Context: an optimization exercise on an open-source flow, tuned for small area, a short achievable clock period and few clock cycles per item. The choices shown serve that exercise and are no tape-out recipe.
At most, simulation tests tie the RTL to the original design; equivalence was not proved.

## hw3_0516310
module hw3_0516310(
	input clk,
	input enable,
	input [79:0] inbits,
	output [34:0] out_text,
	output reg valid);
	reg [79:0] sr;        
	reg loaded;           
	reg started;          
	reg [2:0] ph;         
	reg [2:0] n;          
	reg [12:0] code_r;    
	reg [27:0] out_hi;    
	wire [22:0] s;
	genvar k;
	generate for (k = 0; k < 23; k = k + 1) begin : g_s
		assign s[k] = sr[79-k];
	end endgenerate
	integer i, j;
	reg [19:0] m;         
	reg [7:0] live;
	always @* begin
		for (i = 0; i < 8; i = i + 1) live[i] = (i >= ph);
		for (i = 0; i < 20; i = i + 1) m[i] = s[i] & (i >= 8 || live[i]);
	end
	reg [20:0] gap, first;
	reg seen, any;
	always @* begin
		seen = started;
		for (i = 0; i <= 20; i = i + 1) begin
			gap[i] = seen & ~(s[i] | s[i+1] | s[i+2]);
			if (i < 8) gap[i] = gap[i] & live[i];
			seen = seen | s[i];
		end
		any = 1'b0;
		for (i = 0; i <= 20; i = i + 1) begin
			first[i] = gap[i] & ~any;
			any = any | gap[i];
		end
	end
	wire found = |gap;
	reg [12:0] code;
	always @* begin
		code = 13'd0;
		for (i = 1; i <= 20; i = i + 1)
			for (j = 0; j < 13; j = j + 1)
				if (j < i) code[j] = code[j] | (first[i] & m[i-1-j]);
	end
	wire st0 = |gap[4:0];
	wire st16 = found ? ~(|gap[12:0]) : ~started & ~(|s[15:0]);
	wire st8 = ~st0 & ~st16;
	reg [2:0] phn;
	always @* begin
		phn = 3'd0;
		for (i = 0; i <= 20; i = i + 1)
			if (first[i]) phn = phn | ((i + 3) % 8);
	end
	wire [79:0] nxt = ({80{~loaded}} & inbits)
	                | ({80{loaded & st0}} & sr)
	                | ({80{loaded & st8}} & {sr[71:0], 8'b0})
	                | ({80{loaded & st16}} & {sr[63:0], 16'b0});
	reg [6:0] letter;
	always @* begin
		case (code_r)
			13'b10111         : letter = 7'd65;
			13'b111010101     : letter = 7'd66;
			13'b11101011101   : letter = 7'd67;
			13'b1110101       : letter = 7'd68;
			13'b1             : letter = 7'd69;
			13'b101011101     : letter = 7'd70;
			13'b111011101     : letter = 7'd71;
			13'b1010101       : letter = 7'd72;
			13'b101           : letter = 7'd73;
			13'b1011101110111 : letter = 7'd74;
			13'b111010111     : letter = 7'd75;
  ...
Size: roughly 130 flip-flops, roughly 8300 µm² of cells after synthesis.
==> module hw3_0516310, before the edit <==
module hw3_0516310(
	input clk,
	input enable,
	input [79:0] inbits,
	output [34:0] out_text,
	output reg valid);
	reg [79:0] sr;        
	reg loaded;           
	reg started;          
	reg [2:0] ph;         
	reg [2:0] n;          
	reg [12:0] code_r;    
	reg [27:0] out_hi;    
	wire [22:0] s;
	genvar k;
	generate for (k = 0; k < 23; k = k + 1) begin : g_s
		assign s[k] = sr[79-k];
	end endgenerate
	integer i, j;
	reg [19:0] m;         
	reg [7:0] live;
	always @* begin
		for (i = 0; i < 8; i = i + 1) live[i] = (i >= ph);
		for (i = 0; i < 20; i = i + 1) m[i] = s[i] & (i >= 8 || live[i]);
	end
	reg [20:0] gap, first;
	reg seen, any;
	always @* begin
		seen = started;
		for (i = 0; i <= 20; i = i + 1) begin
			gap[i] = seen & ~(s[i] | s[i+1] | s[i+2]);
			if (i < 8) gap[i] = gap[i] & live[i];
			seen = seen | s[i];
		end
		any = 1'b0;
		for (i = 0; i <= 20; i = i + 1) begin
			first[i] = gap[i] & ~any;
			any = any | gap[i];
		end
	end
	wire found = |gap;
	reg [12:0] code;
	always @* begin
		code = 13'd0;
		for (i = 1; i <= 20; i = i + 1)
			for (j = 0; j < 13; j = j + 1)
				if (j < i) code[j] = code[j] | (first[i] & m[i-1-j]);
	end
	wire st0 = |gap[4:0];
	wire st16 = found ? ~(|gap[12:0]) : ~started & ~(|s[15:0]);
	wire st8 = ~st0 & ~st16;
	reg [2:0] phn;
	always @* begin
		phn = 3'd0;
		for (i = 0; i <= 20; i = i + 1)
			if (first[i]) phn = phn | ((i + 3) % 8);
	end
	wire [79:0] nxt = ({80{~loaded}} & inbits)
	                | ({80{loaded & st0}} & sr)
	                | ({80{loaded & st8}} & {sr[71:0], 8'b0})
	                | ({80{loaded & st16}} & {sr[63:0], 16'b0});
	reg [6:0] letter;
	always @* begin
		case (code_r)
			13'b10111         : letter = 7'd65;
			13'b111010101     : letter = 7'd66;
			13'b11101011101   : letter = 7'd67;
			13'b1110101       : letter = 7'd68;
			13'b1             : letter = 7'd69;
			13'b101011101     : letter = 7'd70;
			13'b111011101     : letter = 7'd71;
			13'b1010101       : letter = 7'd72;
			13'b101           : letter = 7'd73;
			13'b1011101110111 : letter = 7'd74;
			13'b111010111     : letter = 7'd75;
			13'b101110101     : letter = 7'd76;
			13'b1110111       : letter = 7'd77;
			13'b11101         : letter = 7'd78;
			13'b11101110111   : letter = 7'd79;
			13'b10111011101   : letter = 7'd80;
			13'b1110111010111 : letter = 7'd81;
			13'b1011101       : letter = 7'd82;
			13'b10101         : letter = 7'd83;
			13'b111           : letter = 7'd84;
			13'b1010111       : letter = 7'd85;
			13'b101010111     : letter = 7'd86;
			13'b101110111     : letter = 7'd87;
			13'b11101010111   : letter = 7'd88;
			13'b1110101110111 : letter = 7'd89;
			13'b11101110101   : letter = 7'd90;
			default           : letter = 7'd0;
		endcase
	end
	wire emit = loaded & found & (n != 3'd5);
	assign out_text = {out_hi, letter};
	always @(posedge clk) begin
		sr <= nxt;
		if (emit) begin
			code_r <= code;
			out_hi <= {out_hi[20:0], letter};
		end
		if (!enable) begin
			loaded <= 1'b0;
			started <= 1'b0;
			ph <= 3'd0;
			n <= 3'd0;
			valid <= 1'b0;
		end else begin
			loaded <= 1'b1;
			if (loaded) begin
				started <= started | found | (|s[7:0]);
				ph <= phn;
			end
			if (emit) n <= n + 3'd1;
			if (emit && n == 3'd4) valid <= 1'b1;
		end
	end
endmodule
clock: 5.0 ns
lec_check: 0
abc_clock_period_in_ps: 3000
cap_margin: 20
core_margin: 2
core_utilization: 40
setup_slack_margin: 1.5
slew_margin: 20
run.sh (not shown) runs the stock make flow with config.mk's settings and CLKGATE_MAP_FILE= SYNTH_SCRIPT=/design/flow/synth_recipe.tcl, a recipe that flattens the netlist after the stock synthesis.
The first run ran to the end with no violations.
Testbench counts at the start, summed over its fixed seeds: cycles 29,937, items 4,000.
==> next run, changes <==
--- a/flow/design.v
+++ b/flow/design.v
@@ -8,31 +8,31 @@
 	reg loaded;           
 	reg started;          
-	reg [2:0] ph;         
+	reg [3:0] ph;         
 	reg [2:0] n;          
 	reg [12:0] code_r;    
 	reg [27:0] out_hi;    
-	wire [22:0] s;
+	wire [30:0] s;
 	genvar k;
-	generate for (k = 0; k < 23; k = k + 1) begin : g_s
+	generate for (k = 0; k < 31; k = k + 1) begin : g_s
 		assign s[k] = sr[79-k];
 	end endgenerate
 	integer i, j;
-	reg [19:0] m;         
-	reg [7:0] live;
+	reg [27:0] m;         
+	reg [15:0] live;
 	always @* begin
-		for (i = 0; i < 8; i = i + 1) live[i] = (i >= ph);
-		for (i = 0; i < 20; i = i + 1) m[i] = s[i] & (i >= 8 || live[i]);
+		for (i = 0; i < 16; i = i + 1) live[i] = (i >= ph);
+		for (i = 0; i < 28; i = i + 1) m[i] = s[i] & (i >= 16 || live[i]);
 	end
-	reg [20:0] gap, first;
+	reg [28:0] gap, first;
 	reg seen, any;
 	always @* begin
 		seen = started;
-		for (i = 0; i <= 20; i = i + 1) begin
+		for (i = 0; i <= 28; i = i + 1) begin
 			gap[i] = seen & ~(s[i] | s[i+1] | s[i+2]);
-			if (i < 8) gap[i] = gap[i] & live[i];
+			if (i < 16) gap[i] = gap[i] & live[i];
 			seen = seen | s[i];
 		end
 		any = 1'b0;
-		for (i = 0; i <= 20; i = i + 1) begin
+		for (i = 0; i <= 28; i = i + 1) begin
 			first[i] = gap[i] & ~any;
 			any = any | gap[i];
@@ -43,21 +43,18 @@
 	always @* begin
 		code = 13'd0;
-		for (i = 1; i <= 20; i = i + 1)
+		for (i = 1; i <= 28; i = i + 1)
 			for (j = 0; j < 13; j = j + 1)
 				if (j < i) code[j] = code[j] | (first[i] & m[i-1-j]);
 	end
-	wire st0 = |gap[4:0];
-	wire st16 = found ? ~(|gap[12:0]) : ~started & ~(|s[15:0]);
-	wire st8 = ~st0 & ~st16;
-	reg [2:0] phn;
+	wire hold = |gap[12:0];
+	reg [3:0] phn;
 	always @* begin
-		phn = 3'd0;
-		for (i = 0; i <= 20; i = i + 1)
-			if (first[i]) phn = phn | ((i + 3) % 8);
+		phn = 4'd0;
+		for (i = 0; i <= 28; i = i + 1)
+			if (first[i]) phn = phn | ((i + 3) % 16);
 	end
 	wire [79:0] nxt = ({80{~loaded}} & inbits)
-	                | ({80{loaded & st0}} & sr)
-	                | ({80{loaded & st8}} & {sr[71:0], 8'b0})
-	                | ({80{loaded & st16}} & {sr[63:0], 16'b0});
+	                | ({80{loaded & hold}} & sr)
+	                | ({80{loaded & ~hold}} & {sr[63:0], 16'b0});
 	reg [6:0] letter;
 	always @* begin
@@ -103,5 +100,5 @@
 			loaded <= 1'b0;
 			started <= 1'b0;
-			ph <= 3'd0;
+			ph <= 4'd0;
 			n <= 3'd0;
 			valid <= 1'b0;
@@ -109,5 +106,5 @@
 			loaded <= 1'b1;
 			if (loaded) begin
-				started <= started | found | (|s[7:0]);
+				started <= started | found | (|s[15:0]);
 				ph <= phn;
 			end
Result:
- The changed run went through all stages and came out clean
- count of clock-buffer cells in the layout rose by 1
- register-to-register slack is worse by 180 ps
- cell area rises by about 10%
- first-iteration DRC count is higher by about 70%
For the second run of this note, only the layout was checked, not whether the RTL still works.

---

== before ==
hw3_0516310, a different RTL version from the one above (not shown whole).
Size in the first run: about 1200 cells after synthesis.
==> module hw3_0516310, before the edit <==
module hw3_0516310(
	input clk,
	input enable,
	input [79:0] inbits,
	output [34:0] out_text,
	output reg valid);
	reg [79:0] sr;        
	reg loaded;           
	reg started;          
	reg [2:0] ph;         
	reg [2:0] n;          
	reg [12:0] code_r;    
	reg [27:0] out_hi;    
	wire [22:0] s;
	genvar k;
	generate for (k = 0; k < 23; k = k + 1) begin : g_s
		assign s[k] = sr[79-k];
	end endgenerate
	integer i, j;
	reg [19:0] m;         
	reg [7:0] live;
	always @* begin
		for (i = 0; i < 8; i = i + 1) live[i] = (i >= ph);
		for (i = 0; i < 20; i = i + 1) m[i] = s[i] & (i >= 8 || live[i]);
	end
	reg [20:0] gap, first;
	reg seen, any;
	always @* begin
		seen = started;
		for (i = 0; i <= 20; i = i + 1) begin
			gap[i] = seen & ~(s[i] | s[i+1] | s[i+2]);
			if (i < 8) gap[i] = gap[i] & live[i];
			seen = seen | s[i];
		end
		any = 1'b0;
		for (i = 0; i <= 20; i = i + 1) begin
			first[i] = gap[i] & ~any;
			any = any | gap[i];
		end
	end
	wire found = |gap;
	reg [12:0] code;
	always @* begin
		code = 13'd0;
		for (i = 1; i <= 20; i = i + 1)
			for (j = 0; j < 13; j = j + 1)
				if (j < i) code[j] = code[j] | (first[i] & m[i-1-j]);
	end
	wire st0 = |gap[4:0];
	wire st16 = found ? ~(|gap[12:0]) : ~started & ~(|s[15:0]);
	wire st8 = ~st0 & ~st16;
	reg [2:0] phn;
	always @* begin
		phn = 3'd0;
		for (i = 0; i <= 20; i = i + 1)
			if (first[i]) phn = phn | ((i + 3) % 8);
	end
	wire z8 = ~(|inbits[79:72]);
	wire z16 = z8 & ~(|inbits[71:64]);
	wire ld0 = ~loaded & ~z8;
	wire ld8 = ~loaded & z8 & ~z16;
	wire ld16 = ~loaded & z16;
	wire [79:0] nxt = ({80{ld0}} & inbits)
	                | ({80{ld8}} & {inbits[71:0], 8'b0})
	                | ({80{ld16}} & {inbits[63:0], 16'b0})
	                | ({80{loaded & st0}} & sr)
	                | ({80{loaded & st8}} & {sr[71:0], 8'b0})
	                | ({80{loaded & st16}} & {sr[63:0], 16'b0});
	reg [6:0] letter;
	always @* begin
		case (code_r)
			13'b10111         : letter = 7'd65;
			13'b111010101     : letter = 7'd66;
			13'b11101011101   : letter = 7'd67;
			13'b1110101       : letter = 7'd68;
			13'b1             : letter = 7'd69;
			13'b101011101     : letter = 7'd70;
			13'b111011101     : letter = 7'd71;
			13'b1010101       : letter = 7'd72;
			13'b101           : letter = 7'd73;
			13'b1011101110111 : letter = 7'd74;
			13'b111010111     : letter = 7'd75;
			13'b101110101     : letter = 7'd76;
			13'b1110111       : letter = 7'd77;
			13'b11101         : letter = 7'd78;
			13'b11101110111   : letter = 7'd79;
			13'b10111011101   : letter = 7'd80;
			13'b1110111010111 : letter = 7'd81;
			13'b1011101       : letter = 7'd82;
			13'b10101         : letter = 7'd83;
			13'b111           : letter = 7'd84;
			13'b1010111       : letter = 7'd85;
			13'b101010111     : letter = 7'd86;
			13'b101110111     : letter = 7'd87;
			13'b11101010111   : letter = 7'd88;
			13'b1110101110111 : letter = 7'd89;
			13'b11101110101   : letter = 7'd90;
			default           : letter = 7'd0;
		endcase
	end
	wire emit = loaded & found & (n != 3'd5);
	assign out_text = {out_hi, letter};
	always @(posedge clk) begin
		sr <= nxt;
		if (emit) begin
			code_r <= code;
			out_hi <= {out_hi[20:0], letter};
		end
		if (!enable) begin
			loaded <= 1'b0;
			started <= 1'b0;
			ph <= 3'd0;
			n <= 3'd0;
			valid <= 1'b0;
		end else begin
			loaded <= 1'b1;
			if (loaded) begin
				started <= started | found | (|s[7:0]);
				ph <= phn;
			end
			if (emit) n <= n + 3'd1;
			if (emit && n == 3'd4) valid <= 1'b1;
		end
	end
endmodule
==> flow/config.mk <==
export PLATFORM = sky130hd
export DESIGN_NAME = hw3_0516310
export DESIGN_NICKNAME = hw3_0516310
export VERILOG_FILES = /design/flow/design.v
export SDC_FILE = /design/flow/constraint.sdc
export NUM_CORES = 4
export LEC_CHECK = 0
export ABC_CLOCK_PERIOD_IN_PS = 3000
export CAP_MARGIN = 20
export CORE_MARGIN = 2
export CORE_UTILIZATION = 40
export CTS_BUF_LIST = sky130_fd_sc_hd__clkbuf_4 sky130_fd_sc_hd__clkbuf_8
export CTS_CLUSTER_SIZE = 30
export SETUP_SLACK_MARGIN = 1.5
export SLEW_MARGIN = 20
==> flow/constraint.sdc <==
create_clock -name core_clock -period 5.0 [get_ports {clk}]
set_input_delay 1.0000 -clock core_clock [delete_from_list [all_inputs] [get_ports {clk}]]
set_output_delay 1.0000 -clock core_clock [all_outputs]
set_load 0.01 [all_outputs]
standard.sh (not shown) runs the stock make flow with config.mk's settings and CLKGATE_MAP_FILE= SYNTH_SCRIPT=/design/flow/synth_recipe.tcl, a recipe that flattens the netlist after the stock synthesis.
==> flow/flow/run.sh <==
#!/bin/bash
# The standard layout, with the port buffers made from the smallest buffer
# (buf_1) instead of the one buffer_ports picks by itself.
set -euo pipefail
bash standard.sh finish \
  "BUFFER_PORTS_ARGS=-buffer_cell sky130_fd_sc_hd__buf_1" \
  > standard.log 2>&1
before: no failed stages, no open violations at the end
Input-level comparison between after and before:
diff --git a/flow/design.v b/flow/design.v
--- a/flow/design.v
+++ b/flow/design.v
@@ -39,13 +39,18 @@
 		end
 	end
 	wire found = |gap;
-	reg [12:0] code;
+	reg [4:0] bpos;
 	always @* begin
-		code = 13'd0;
-		for (i = 1; i <= 20; i = i + 1)
-			for (j = 0; j < 13; j = j + 1)
-				if (j < i) code[j] = code[j] | (first[i] & m[i-1-j]);
+		bpos = 5'd0;
+		for (i = 0; i <= 20; i = i + 1)
+			if (first[i]) bpos = bpos | i;
 	end
+	wire [19:0] mr;
+	generate for (k = 0; k < 20; k = k + 1) begin : g_mr
+		assign mr[k] = m[19-k];
+	end endgenerate
+	wire [19:0] msh = mr >> (5'd20 - bpos);
+	wire [12:0] code = msh[12:0];
 	wire st0 = |gap[4:0];
 	wire st16 = found ? ~(|gap[12:0]) : ~started & ~(|s[15:0]);
 	wire st8 = ~st0 & ~st16;
@@ -55,14 +60,7 @@
 		for (i = 0; i <= 20; i = i + 1)
 			if (first[i]) phn = phn | ((i + 3) % 8);
 	end
-	wire z8 = ~(|inbits[79:72]);
-	wire z16 = z8 & ~(|inbits[71:64]);
-	wire ld0 = ~loaded & ~z8;
-	wire ld8 = ~loaded & z8 & ~z16;
-	wire ld16 = ~loaded & z16;
-	wire [79:0] nxt = ({80{ld0}} & inbits)
-	                | ({80{ld8}} & {inbits[71:0], 8'b0})
-	                | ({80{ld16}} & {inbits[63:0], 16'b0})
+	wire [79:0] nxt = ({80{~loaded}} & inbits)
 	                | ({80{loaded & st0}} & sr)
 	                | ({80{loaded & st8}} & {sr[71:0], 8'b0})
 	                | ({80{loaded & st16}} & {sr[63:0], 16'b0});
[summary]
after ended up with sr[79] as its beginning of the critical path; before ended up with code_r[6].
after against before; cell area is down by more than 10%.
Summary — post-route non-filler standard cell count, after relative to before: lower, by 374.
Every stage of the flow completed for after, and the final layout passed the timing, DRC and antenna checks.
after reports a lower worst setup slack than before does.
No functional check of the RTL was part of any run of this note.

-- what the ideal ports hide --
No port has a modelled driver above. Below, the same layouts with a new extraction and two added sets of constraints.
Step 1 sets driving cells, clkbuf_16 on the clock port and buf_2 on the other inputs (assumed; they add their load-dependent delay and slew).
Step 2, shift: input delay + t, output delay - t, t = (earliest + latest rising clock arrival at the registers) / 2. This alone moves slack from input paths to output paths.
Three values: ideal, step 1, step 2; two values: the first two.
run	t (ns)	slack for setup (ns)	worst register clock-pin slew, ns	worst data-port slew with drivers (ns)	cell pins on the clock port's net
the first run of note 1	0.471	1.590 / 1.544 / 1.613	0.07 / 0.07	0.06	1
the second run of note 1	0.474	1.360 / 1.309 / 1.429	0.07 / 0.07	0.07	1
before	0.502	1.484 / 1.439 / 1.469	0.09 / 0.09	0.06	1
after	0.485	1.318 / 1.318 / 1.318	0.09 / 0.09	0.07	1
After both steps setup and hold are still met in every run listed. For before, which loses most, drivers alone change the setup slack by -0.045 ns; drivers and shift together by -0.015 ns.
